Context: an optimization exercise on an open-source flow, tuned for small area, a short achievable clock period and few clock cycles. The choices shown serve that exercise and are no tape-out recipe. At most, simulation tests tie the RTL to the original design; equivalence was not proved. No activity file was given, so power comes from the tool's default toggle rates.

==> flow/design.v (excerpt) <==
module SME(clk,reset,chardata,isstring,ispattern,valid,match,match_index);
Settings: LEC_CHECK=0, CAP_MARGIN=20, CORE_MARGIN=2, CORE_UTILIZATION=60, CTS_BUF_LIST=sky130_fd_sc_hd__clkbuf_8 sky130_fd_sc_hd__clkbuf_16, CTS_CLUSTER_DIAMETER=80, CTS_CLUSTER_SIZE=30, SETUP_SLACK_MARGIN=3.6, SLEW_MARGIN=20; clock period 6.0 ns.
run.sh (not shown) runs the stock make flow with config.mk's settings and CLKGATE_MAP_FILE= SYNTH_SCRIPT=/design/flow/synth_recipe.tcl, a recipe that flattens the netlist after the stock synthesis.
The baseline finished with timing, DRC and antenna clean.
Testbench counts at the start, summed over its fixed seeds: cycles 3,383.
==> next run, changes <==
- CTS_BUF_LIST: sky130_fd_sc_hd__clkbuf_8 sky130_fd_sc_hd__clkbuf_16 -> sky130_fd_sc_hd__clkbuf_4 sky130_fd_sc_hd__clkbuf_8
- CTS_CLUSTER_DIAMETER: 80 -> default
- CTS_CLUSTER_SIZE: 30 -> default
Maximum frequency climbs by a few percent; routed wire length climbs slightly; worst hold slack got worse by 12 ps; sequential cell count stays the same; setup slack improved by 57 ps; global-route usage climbs by 1.2 points; via count climbs by a few percent; synthesized area does not change; final area climbs by a few percent; total power climbs by a few percent; count of clock-buffer cells in the layout climbs by 91.

* * *

Another version of the RTL of SME (not shown whole).
Size: about 2000 cells after synthesis, about 410 flip-flops, roughly 22000 um^2 of cells after synthesis.
export LEC_CHECK = 0
export CAP_MARGIN = 20
export CORE_MARGIN = 2
export CORE_UTILIZATION = 40
export SLEW_MARGIN = 20
create_clock -name core_clock -period 6.0 [get_ports {clk}]
The starting point produced a clean layout.
Then changed:
Settings changed: SETUP_SLACK_MARGIN from default to 3.5.
=>
- via count came out higher by 11%
- cell area is higher by 15%
- non-clock buffer count is higher by 196
- global-route usage grows by 4.3 points
Function was not checked in any run of this note: the RTL went through the layout flow alone.

* * *

Another version of the RTL of SME (not shown whole).
Size in the first run: about 390 flip-flops, about 19 I/O pins, roughly 21000 um^2 of cells after synthesis.
clock: 6.0 ns
lec_check: 0
abc_area: 1
cap_margin: 20
core_margin: 2
core_utilization: 60
cts_buf_list: sky130_fd_sc_hd__clkbuf_8 sky130_fd_sc_hd__clkbuf_16
cts_cluster_diameter: 60
cts_cluster_size: 20
setup_slack_margin: 3.8
slew_margin: 20
The baseline went through all stages and came out clean.
Testbench counts at the start, summed over its fixed seeds: cycles 3,283.
Edit:
Settings changed: SETUP_SLACK_MARGIN 3.8 to 3.6.
=> The changed run produced a clean layout. Power came out lower by 1.3%. Synthesized area does not change. Critical path depth goes up by 6.
Edit:
Settings changed: CORE_UTILIZATION 60 to 50, SETUP_SLACK_MARGIN 3.6 to 3.8.
After rerunning: The changed run passed the timing, design-rule and antenna checks; routed wire length rose by 3.7%; synthesized cell count does not change; via count falls by about 0.6%; total power rose by 2.8%; clock power is about the same; setup slack gains 0.12 ns; clock skew stays flat.
Edit:
Settings changed: CORE_UTILIZATION 50 to 60, SETUP_SLACK_MARGIN 3.8 to 4.0.
Sequential power went up by about 1%.
Clock skew went up by 0.029 ns.
Non-clock buffer count went up by 64.
Global-route usage went up by 8.5 points.
Flip-flop and latch count is unchanged.
Edit:
Settings changed: ABC_AREA 1 to unset, SETUP_SLACK_MARGIN 4.0 to 3.6.
Effect: Power came out lower by 7.7%; setup slack degrades by 0.22 ns; design area goes down by about 9%; combinational power fell by 17%.

* * *

The RTL this note starts from:
==> flow/design.v <==
module SME(clk,reset,chardata,isstring,ispattern,valid,match,match_index);
input clk;
input reset;
input [7:0] chardata;
input isstring;
input ispattern;
output match;
output [4:0] match_index;
output valid;
integer i;
reg [7:0] S [0:31];      
reg [7:0] pstn [2:7];    
reg [4:0] off;           
reg [4:0] wp;            
reg       str_ff;        
reg       pat_ff;        
reg [3:0] jcnt;          
reg       rep;           
reg       rend;          
reg       valid_r;
reg       caret;         
reg       stopped;       
reg [31:0] c;            
reg [4:0] b;             
reg [7:0] rb;            
reg       match_r;
reg [4:0] idx_r;
assign valid = valid_r;
assign match = match_r;
assign match_index = idx_r;
function [6:0] pe8;
    input [7:0] v;
    input [23:0] pl;
    reg [7:0] a;
    reg [5:0] q [0:7];       
    integer n, k;
    begin
        a = v;
        for (k = 0; k < 8; k = k + 1) q[k] = {3'd0, pl[3*k +: 3]};
        for (n = 0; n < 3; n = n + 1) begin
            for (k = 0; k < 8; k = k + 1) begin
                if (k % (2 << n) == 0) begin
                    if (!a[k]) q[k] = q[k + (1 << n)];
                    q[k][3 + n] = ~a[k];
                    a[k] = a[k] | a[k + (1 << n)];
                end
            end
        end
        pe8 = {a[0], q[0]};
    end
endfunction
function [3:0] pe4;
    input [3:0] v;
    input [3:0] pb;
    begin
        pe4[3]   = |v;
        pe4[2:1] = v[0] ? 2'd0 : v[1] ? 2'd1 : v[2] ? 2'd2 : 2'd3;
        pe4[0]   = v[0] ? pb[0] : v[1] ? pb[1] : v[2] ? pb[2] : pb[3];
    end
endfunction
function [4:0] add5;
    input [4:0] a, b;
    reg cy;
    integer n;
    begin
        cy = 1'b0;
        for (n = 0; n < 5; n = n + 1) begin
            add5[n] = cy ? ~(a[n] ^ b[n]) : (a[n] ^ b[n]);
            cy = (a[n] ^ b[n]) ? cy : a[n];
        end
    end
endfunction
function [31:0] thermo;
    input [4:0] a;
    reg le;
    integer n, k;
    begin
        for (k = 0; k < 32; k = k + 1) begin
            le = 1'b1;                       
            for (n = 0; n < 5; n = n + 1)
                le = (a[n] == k[n]) ? le : k[n];
            thermo[k] = le;
        end
    end
endfunction
wire       pv   = ispattern | rep;
reg  [7:0] rnext;                
always @(*) begin
    case (jcnt[2:0])
        3'd1: rnext = ~pstn[2];
        3'd2: rnext = ~pstn[3];
        3'd3: rnext = ~pstn[4];
        3'd4: rnext = ~pstn[5];
        3'd5: rnext = ~pstn[6];
        3'd6: rnext = ~pstn[7];
        default: rnext = 8'h00;
    endcase
end
wire [7:0] src   = rep ? rb : chardata;
wire       first = (jcnt == 4'd0);
wire       isC   = rep ? (rb == 8'h5E) : (chardata == 8'h5E);
wire       zero  = rep ? (rb == 8'h00) : (chardata == 8'h00);
wire       stopc = zero & (~caret | (jcnt != 4'd1));
wire       skip  = first ? isC : (stopped | stopc);
reg [31:0] eq;
always @(*) begin
    for (i = 0; i < 32; i = i + 1) eq[i] = (S[i] == src);
end
wire [31:0] x = (first ? 32'hFFFFFFFF : c) & (eq | {32{skip}});
wire term   = pat_ff & ~ispattern;
wire repgo  = term & caret & (jcnt == 4'd1);
wire endc   = (term & ~repgo) | rend;
wire noterm = ~caret & ~stopped & jcnt[3];
wire [31:0] pr = c & {c[0], c[31:1]};
wire [3:0]  ml = {1'b1, b[1:0] != 2'd3, ~b[1], b[1:0] == 2'd0};   
reg  [7:0]  anyU, anyA;
reg  [23:0] plU, plA;
reg  [3:0]  gu, gm;
always @(*) begin
    for (i = 0; i < 8; i = i + 1) begin
        gu = pe4(c[4*i +: 4], pr[4*i +: 4]);
        gm = pe4(c[4*i +: 4] & ml, pr[4*i +: 4]);
        anyU[i] = gu[3];
        plU[3*i +: 3] = gu[2:0];
        anyA[i] = (i > b[4:2]) ? gu[3] : (i == b[4:2]) ? gm[3] : 1'b0;
        plA[3*i +: 3] = (i == b[4:2]) ? gm[2:0] : gu[2:0];
    end
end
wire [6:0] pa = pe8(anyA, plA);
wire [6:0] pc = pe8(anyU, plU);
wire [4:0] ks  = pa[6] ? {pa[5:3], pa[2:1]} : {pc[5:3], pc[2:1]};   
wire       nxt = pa[6] ? pa[0] : pc[0];
wire found = pc[6] & ~noterm;
reg       end2;          
reg       fnd_r, nxt_r;
reg [4:0] ks_r;
reg  [4:0] d_r;
wire [4:0] idx  = add5(ks_r, 5'd2 - b);  
wire [4:0] offn = add5(ks_r, d_r);      
wire [4:0] slot = str_ff ? wp : off;
always @(posedge clk or posedge reset) begin
    if (reset) begin
        for (i = 0; i < 32; i = i + 1) S[i] <= 8'h00;
    end else if (isstring) begin
        for (i = 0; i < 32; i = i + 1) if (slot == i) S[i] <= chardata;
    end
end
always @(posedge clk or posedge reset) begin
    if (reset) begin
        for (i = 2; i < 8; i = i + 1) pstn[i] <= 8'h00;
    end else begin
        for (i = 2; i < 8; i = i + 1)
            if ((ispattern | term) && jcnt == i) pstn[i] <= ispattern ? ~chardata : 8'hFF;
    end
end
always @(posedge clk or posedge reset) begin
    if (reset) begin
        off <= 5'd0;
        wp <= 5'd0;
        str_ff <= 1'b0;
        pat_ff <= 1'b0;
        jcnt <= 4'd0;
        rep <= 1'b0;
        rend <= 1'b0;
        valid_r <= 1'b0;
        end2 <= 1'b0;
    end else begin
        str_ff <= isstring;
        pat_ff <= ispattern;
        if (end2 & fnd_r) off <= offn;
        wp <= slot + 5'd1;
        if (pv) jcnt <= jcnt + 4'd1;
        else if (repgo) jcnt <= 4'd1;
        else jcnt <= 4'd0;
        rep <= repgo | (rep & (jcnt != 4'd7));
        rend <= rep & (jcnt == 4'd7);
        end2 <= endc;
        valid_r <= end2;
    end
end
always @(posedge clk) begin
    if (pv) begin
        if (first) begin
            caret <= isC;
            stopped <= 1'b0;
        end else if (stopc) stopped <= 1'b1;
    end
    rb <= rep ? rnext : 8'h00;
    fnd_r <= found;
    nxt_r <= nxt;
    ks_r <= ks;
    d_r <= off - b + 5'd1;
    match_r <= fnd_r & nxt_r;
    idx_r <= fnd_r ? idx : 5'd1;
end
always @(posedge clk or posedge reset) begin
    if (reset) begin
        c <= 32'd0;
        b <= 5'd0;
    end else if (pv) begin
        c <= {x[30:0], x[31]};
        b <= first ? (isC ? off : off + 5'd1) : b + 5'd1;
    end
end
endmodule
export LEC_CHECK = 0
export CAP_MARGIN = 20
export CORE_MARGIN = 2
export CORE_UTILIZATION = 60
export CTS_BUF_LIST = sky130_fd_sc_hd__clkbuf_8 sky130_fd_sc_hd__clkbuf_16
export CTS_CLUSTER_DIAMETER = 60
export CTS_CLUSTER_SIZE = 20
export SETUP_SLACK_MARGIN = 3.5
export SLEW_MARGIN = 20
create_clock -name core_clock -period 6.0 [get_ports {clk}]
Next try:
Settings changed: SETUP_SLACK_MARGIN 3.5 to 3.6.
What happened:
- The changed run completed without violations
- non-clock buffer count increases by 24
- fmax increases by 6.0%
- worst hold slack improved by 15 ps
- first-iteration DRC count falls by 8.0%
- die area stays the same
- routed wire length came out lower by 0.65%
No run of this note included a check of the RTL's function; only the layout flow was run.

==> what the ideal ports hide <==
No port has a modelled driver above. Below, the same layouts with a new extraction and two added sets of constraints.
Step 1 sets driving cells, clkbuf_16 on the clock port and buf_2 on the other inputs (assumed; they add their load-dependent delay and slew).
Step 2 moves the port delays by t, midway between the first and last clock arrival at a register: inputs arrive t later, outputs are due t later. That takes back most of the time a late clock gives input paths.
Three values: ideal ports, drivers, drivers and shift; two values: the first two.
run	t, ns	slack for setup (ns)	worst setup path at the end	clock arrival spread, ns
the first run of note 1	0.623	3.523 / 3.523 / 2.962	input to register	0.042 / 0.041
the second run of note 1	0.681	3.580 / 3.580 / 2.971	input to register	0.031 / 0.031
the first run of note 2	0.651	1.750 / 1.750 / 1.750	register to register	0.037 / 0.037
the second run of note 2	0.634	2.438 / 2.438 / 2.438	register to register	0.024 / 0.024
the first run of note 3	0.663	3.679 / 3.623 / 3.073	input to register	0.023 / 0.022
the second run of note 3	0.655	3.578 / 3.578 / 2.946	input to register	0.021 / 0.021
the third run of note 3	0.650	3.693 / 3.638 / 3.179	input to register	0.027 / 0.026
the fourth run of note 3	0.599	3.644 / 3.676 / 3.078	input to register	0.051 / 0.051
the fifth run of note 3	0.589	3.425 / 3.425 / 2.964	input to register	0.029 / 0.029
the first run of note 4	0.646	3.395 / 3.395 / 2.873	input to register	0.019 / 0.018
the second run of note 4	0.602	3.543 / 3.543 / 2.993	input to register	0.031 / 0.030
After both steps setup and hold are still met in every run listed. The setup slack of the second run of note 3, which loses most, moves by 0.000 ns with the drivers and by -0.632 ns with both steps.
